Context: an optimization exercise on an open-source flow, tuned for small area and a short achievable clock period. The choices shown serve that exercise and are no tape-out recipe. Only simulation tests tie the RTL to the original design; equivalence was not proved. Power figures rest on the tool's default switching activity, not on a simulated workload.

==> flow/design.v <==
module top(clk,reset,data,valid,ready,result);
    input clk,reset;
    input [9:0]data;
    input valid;
    output ready;
    output [8:0]result;
    reg  [9:0] buf_q [0:8];
    reg  [3:0] wptr;             
    reg  [3:0] pptr;             
    reg        took;             
    reg        dv;               
    reg        w2, w3;           
    reg        done_d, rdy;
    reg  [3:0] x, y, z;
    reg  [1:0] kind;             
    reg  [8:0] res;
    function [3:0] inc9;
        input [3:0] p;
        case (p)
            4'd0: inc9 = 4'd1;
            4'd1: inc9 = 4'd2;
            4'd2: inc9 = 4'd3;
            4'd3: inc9 = 4'd4;
            4'd4: inc9 = 4'd5;
            4'd5: inc9 = 4'd6;
            4'd6: inc9 = 4'd7;
            4'd7: inc9 = 4'd8;
            default: inc9 = 4'd0;
        endcase
    endfunction
    function [3:0] inc9x2;
        input [3:0] p;
        case (p)
            4'd0: inc9x2 = 4'd2;
            4'd1: inc9x2 = 4'd3;
            4'd2: inc9x2 = 4'd4;
            4'd3: inc9x2 = 4'd5;
            4'd4: inc9x2 = 4'd6;
            4'd5: inc9x2 = 4'd7;
            4'd6: inc9x2 = 4'd8;
            4'd7: inc9x2 = 4'd0;
            default: inc9x2 = 4'd1;
        endcase
    endfunction
    wire [3:0] wptr_inc = inc9(wptr);
    wire [3:0] pptr_inc = inc9(pptr);
    wire [3:0] rptr     = took ? pptr_inc : pptr;          
    wire [3:0] rptr_inc = took ? inc9x2(pptr) : pptr_inc;
    wire [9:0] last = buf_q[pptr];
    wire [3:0] la   = last[3:0];
    wire [3:0] lb   = last[7:4];
    wire [1:0] lop  = last[9:8];
    wire lbz        = (lb == 4'd0);
    wire long_last  = lop[1] && (!lop[0] || !lbz);
    wire busy1      = took && long_last;                   
    wire full     = dv && (wptr == rptr);
    wire compute  = !busy1 && !w2;
    wire take     = dv && compute;
    wire nonempty = dv ? (wptr != rptr_inc) : (wptr != rptr);
    wire rd       = nonempty && (!dv || compute);
    integer i;
    always @(posedge clk) begin
        for (i = 0; i < 9; i = i + 1)
            if (!full && wptr == i) buf_q[i] <= data;
    end
    always @(posedge clk or posedge reset) begin
        if (reset) begin
            wptr <= 0;
            pptr <= 0;
            took <= 0;
            dv <= 0;
            w2 <= 0;
            w3 <= 0;
            done_d <= 0;
            rdy <= 0;
        end else begin
            if (valid && !full) wptr <= wptr_inc;
            pptr <= rptr;
            took <= take;
            if (rd) dv <= 1'b1;
            else if (compute) dv <= 1'b0;
            w2 <= busy1;
            w3 <= w2;
            done_d <= (took && !long_last) || w3;
            rdy <= done_d;
        end
    end
    wire [4:0] dt   = {x, y[3]} - {1'b0, z};
    wire       dge  = !dt[4];
    wire [3:0] dx   = dge ? dt[3:0] : {x[2:0], y[3]};
    wire [3:0] dy   = {y[2:0], dge};
    wire [4:0] ms   = {1'b0, x} + {1'b0, z & {4{y[0]}}};
    wire [3:0] mx   = ms[4:1];
    wire [3:0] my   = {ms[0], y[3:1]};
    wire [3:0] sx   = kind[0] ? dx : mx;
    wire [3:0] sy   = kind[0] ? dy : my;
    wire ldiv0 = (lop == 2'b11) && lbz;
    wire dge1  = la[3] && (lb == 4'd1);
    reg  [3:0] lx, ly;
    always @(*) begin
        case (lop)
            2'b10: begin lx = {1'b0, lb[3:1] & {3{la[0]}}}; ly = {la[0] & lb[0], la[3:1]}; end
            2'b11: begin lx = {3'b000, la[3] && !dge1};     ly = lbz ? 4'd0 : {la[2:0], dge1}; end
            default: begin lx = 4'd0;                       ly = la; end
        endcase
    end
    always @(posedge clk) begin
        if (took) begin
            x <= lx;
            y <= ly;
        end else begin
            x <= sx;
            y <= sy;
        end
        if (took) begin
            z <= lb;
            kind <= ldiv0 ? 2'b00 : lop;
        end
    end
    wire       sub = (kind == 2'b01);
    wire [4:0] as  = {1'b0, y} + {sub, z ^ {4{sub}}} + {4'd0, sub};
    always @(posedge clk) begin
        case (kind)
            2'b10:   res <= {1'b0, mx, my};
            2'b11:   res <= {5'd0, dy};
            2'b01:   res <= {{4{as[4]}}, as};
            default: res <= {4'd0, as};
        endcase
    end
    assign ready  = rdy;
    assign result = res;
endmodule
Settings: LEC_CHECK=0, CAP_MARGIN=20, CORE_MARGIN=2, CORE_UTILIZATION=40, CTS_BUF_LIST=sky130_fd_sc_hd__clkbuf_4, CTS_CLUSTER_SIZE=20, PLACE_DENSITY=0.6, SLEW_MARGIN=20; clock period 14.0 ns.
run.sh (not shown) runs the stock make flow with config.mk's settings and CLKGATE_MAP_FILE= SYNTH_SCRIPT=/design/flow/synth_recipe.tcl, a recipe that flattens the netlist after the stock synthesis.
Next try:
==> flow/flow/run.sh (new file) <==
#!/bin/bash
# Standard layout with faster port buffers and a lighter clock tree.
set -uo pipefail
export BUFFER_PORTS_ARGS="-buffer_cell sky130_fd_sc_hd__buf_2"
export CTS_ARGS="-sink_clustering_enable -repair_clock_nets -dont_use_dummy_load -buf_list sky130_fd_sc_hd__clkbuf_8 -sink_clustering_size 30 -sink_clustering_max_diameter 100"
bash standard.sh > standard.log 2>&1
==> flow/standard.sh (new file) <==
#!/bin/bash
# synth_recipe.tcl (not shown) runs the flow's synth.tcl, then flattens the netlist and writes it again
# the make line also repeats each setting of config.mk as NAME=value (left out here)
make -C /OpenROAD-flow-scripts/flow DESIGN_CONFIG=/design/flow/config.mk WORK_HOME=/design/flow/orfs CLKGATE_MAP_FILE= SYNTH_SCRIPT=/design/flow/synth_recipe.tcl "${@:-finish}"
--- a/flow/config.mk
+++ b/flow/config.mk
@@ -11,2 +10,0 @@
-export CTS_BUF_LIST = sky130_fd_sc_hd__clkbuf_4
-export CTS_CLUSTER_SIZE = 20
removed: flow/run.sh
What happened: Utilization goes down by 0.97 points; worst setup slack gets better by 0.51 ns; total power shrinks by 1.8%; sequential power increases by about 2%; routed wire length decreases by 3.5%.

* * *

Setup of job 2538:
// top: RTL as listed in full above, without the edits since
export LEC_CHECK = 0
export CAP_MARGIN = 20
export CORE_MARGIN = 2
export CORE_UTILIZATION = 40
export PLACE_DENSITY = 0.6
export SLEW_MARGIN = 20
create_clock -name core_clock -period 14.0 [get_ports {clk}]
standard.sh (not shown) runs the stock make flow with config.mk's settings and CLKGATE_MAP_FILE= SYNTH_SCRIPT=/design/flow/synth_recipe.tcl, a recipe that flattens the netlist after the stock synthesis.
==> flow/flow/run.sh <==
#!/bin/bash
# Standard layout with faster port buffers and no CTS dummy loads.
set -uo pipefail
export BUFFER_PORTS_ARGS="-buffer_cell sky130_fd_sc_hd__buf_4"
export CTS_ARGS="-sink_clustering_enable -repair_clock_nets -dont_use_dummy_load"
bash standard.sh > standard.log 2>&1
Job 2538 | status: complete | timing, DRC, antenna: pass
--- input diff job 2538..job 1774 ---
Settings: setting CTS_CLUSTER_DIAMETER to 200 for the first time; setting CTS_CLUSTER_SIZE to 40 for the first time; setting CTS_BUF_LIST to sky130_fd_sc_hd__clkbuf_8 for the first time.
==> flow/run.sh (new file) <==
#!/bin/bash
# synth_recipe.tcl (not shown) runs the flow's synth.tcl, then flattens the netlist and writes it again
# the make line also repeats each setting of config.mk as NAME=value (left out here)
make -C /OpenROAD-flow-scripts/flow DESIGN_CONFIG=/design/flow/config.mk WORK_HOME=/design/flow/orfs CLKGATE_MAP_FILE= SYNTH_SCRIPT=/design/flow/synth_recipe.tcl finish
removed: flow/flow/run.sh
removed: flow/standard.sh
[summary]
- Across job 1774 and job 2538, the outcome is the same: a clean finish for every run.
- Status: share of the core filled with cells parity (job 2538, job 1774)
- Combinational power, job 1774 vs job 2538: up by a few percent
- Job 1774 against job 2538; power is down slightly.
- Looking at time the final worst path needs with I/O delays and setup across both flows, job 1774 is the weaker of the two, with job 2538 ahead.
- Iteration-0 DRC count of the detailed router delta (job 1774 − job 2538): unfavourable
- Compared with job 2538, job 1774 shows a lower largest fanout of any net on the critical path.
- ~same TritonCTS buffer count in job 1774 and job 2538
- Job 1774 — share of the clock period used by the worst path after layout 2.5 points higher, job 2538 as reference
Modified inputs, job 3450 compared to job 1774
Settings: CTS_CLUSTER_SIZE removed (was 40); CTS_CLUSTER_DIAMETER removed (was 200); CTS_BUF_LIST removed (was sky130_fd_sc_hd__clkbuf_8).
==> flow/flow/run.sh (new file) <==
#!/bin/bash
# Standard layout with faster port buffers, a lighter clock tree, and the
# resizer's setup repair aimed well below the clock period.
set -uo pipefail
export BUFFER_PORTS_ARGS="-buffer_cell sky130_fd_sc_hd__buf_2"
export CTS_ARGS="-sink_clustering_enable -repair_clock_nets -dont_use_dummy_load -buf_list sky130_fd_sc_hd__clkbuf_8 -sink_clustering_size 30 -sink_clustering_max_diameter 100"
export SETUP_SLACK_MARGIN=10.4
bash standard.sh > standard.log 2>&1
==> flow/standard.sh (new file) <==
#!/bin/bash
# synth_recipe.tcl (not shown) runs the flow's synth.tcl, then flattens the netlist and writes it again
# the make line also repeats each setting of config.mk as NAME=value (left out here)
make -C /OpenROAD-flow-scripts/flow DESIGN_CONFIG=/design/flow/config.mk WORK_HOME=/design/flow/orfs CLKGATE_MAP_FILE= SYNTH_SCRIPT=/design/flow/synth_recipe.tcl "${@:-finish}"
removed: flow/run.sh
==> comparison <==
Min routed wire length across job 1774 and job 3450: job 3450
On power density relative to cell area: between job 1774 and job 3450, it ends up lower for job 3450.
Result for job 1774 and job 3450: all clean
Job 3450 — total internal power about 4% lower, job 1774 as reference

[what the ideal ports hide]
No port has a modelled driver above. Below, the same layouts with a new extraction and two added sets of constraints. Step 1: set_driving_cell puts a clkbuf_16 on clk and a buf_2 on each other input, an assumption about the parent block. Step 2, shift: input delay + t, output delay - t, t = (earliest + latest rising clock arrival at the registers) / 2. This alone moves slack from input paths to output paths. Three values: ideal, step 1, step 2; two values: the first two.
| run | t, ns | setup slack, ns | slew at the worst register clock pin (ns) | worst slew at a driven data input, ns | pins driven straight from the clock port |
|---|---|---|---|---|---|
| the first run of note 1 | 0.585 | 9.779 / 9.747 / 10.135 | 0.12 / 0.12 | 0.05 | 1 |
| the second run of note 1 | 0.466 | 10.286 / 10.250 / 10.325 | 0.08 / 0.08 | 0.03 | 1 |
| job 2538 | 0.445 | 10.265 / 10.265 / 10.265 | 0.06 / 0.06 | 0.03 | 1 |
| job 1774 | 0.473 | 9.920 / 9.885 / 10.128 | 0.08 / 0.08 | 0.05 | 1 |
| job 3450 | 0.465 | 10.286 / 10.251 / 10.459 | 0.08 / 0.08 | 0.03 | 1 |
After both steps setup and hold are still met in every run listed.
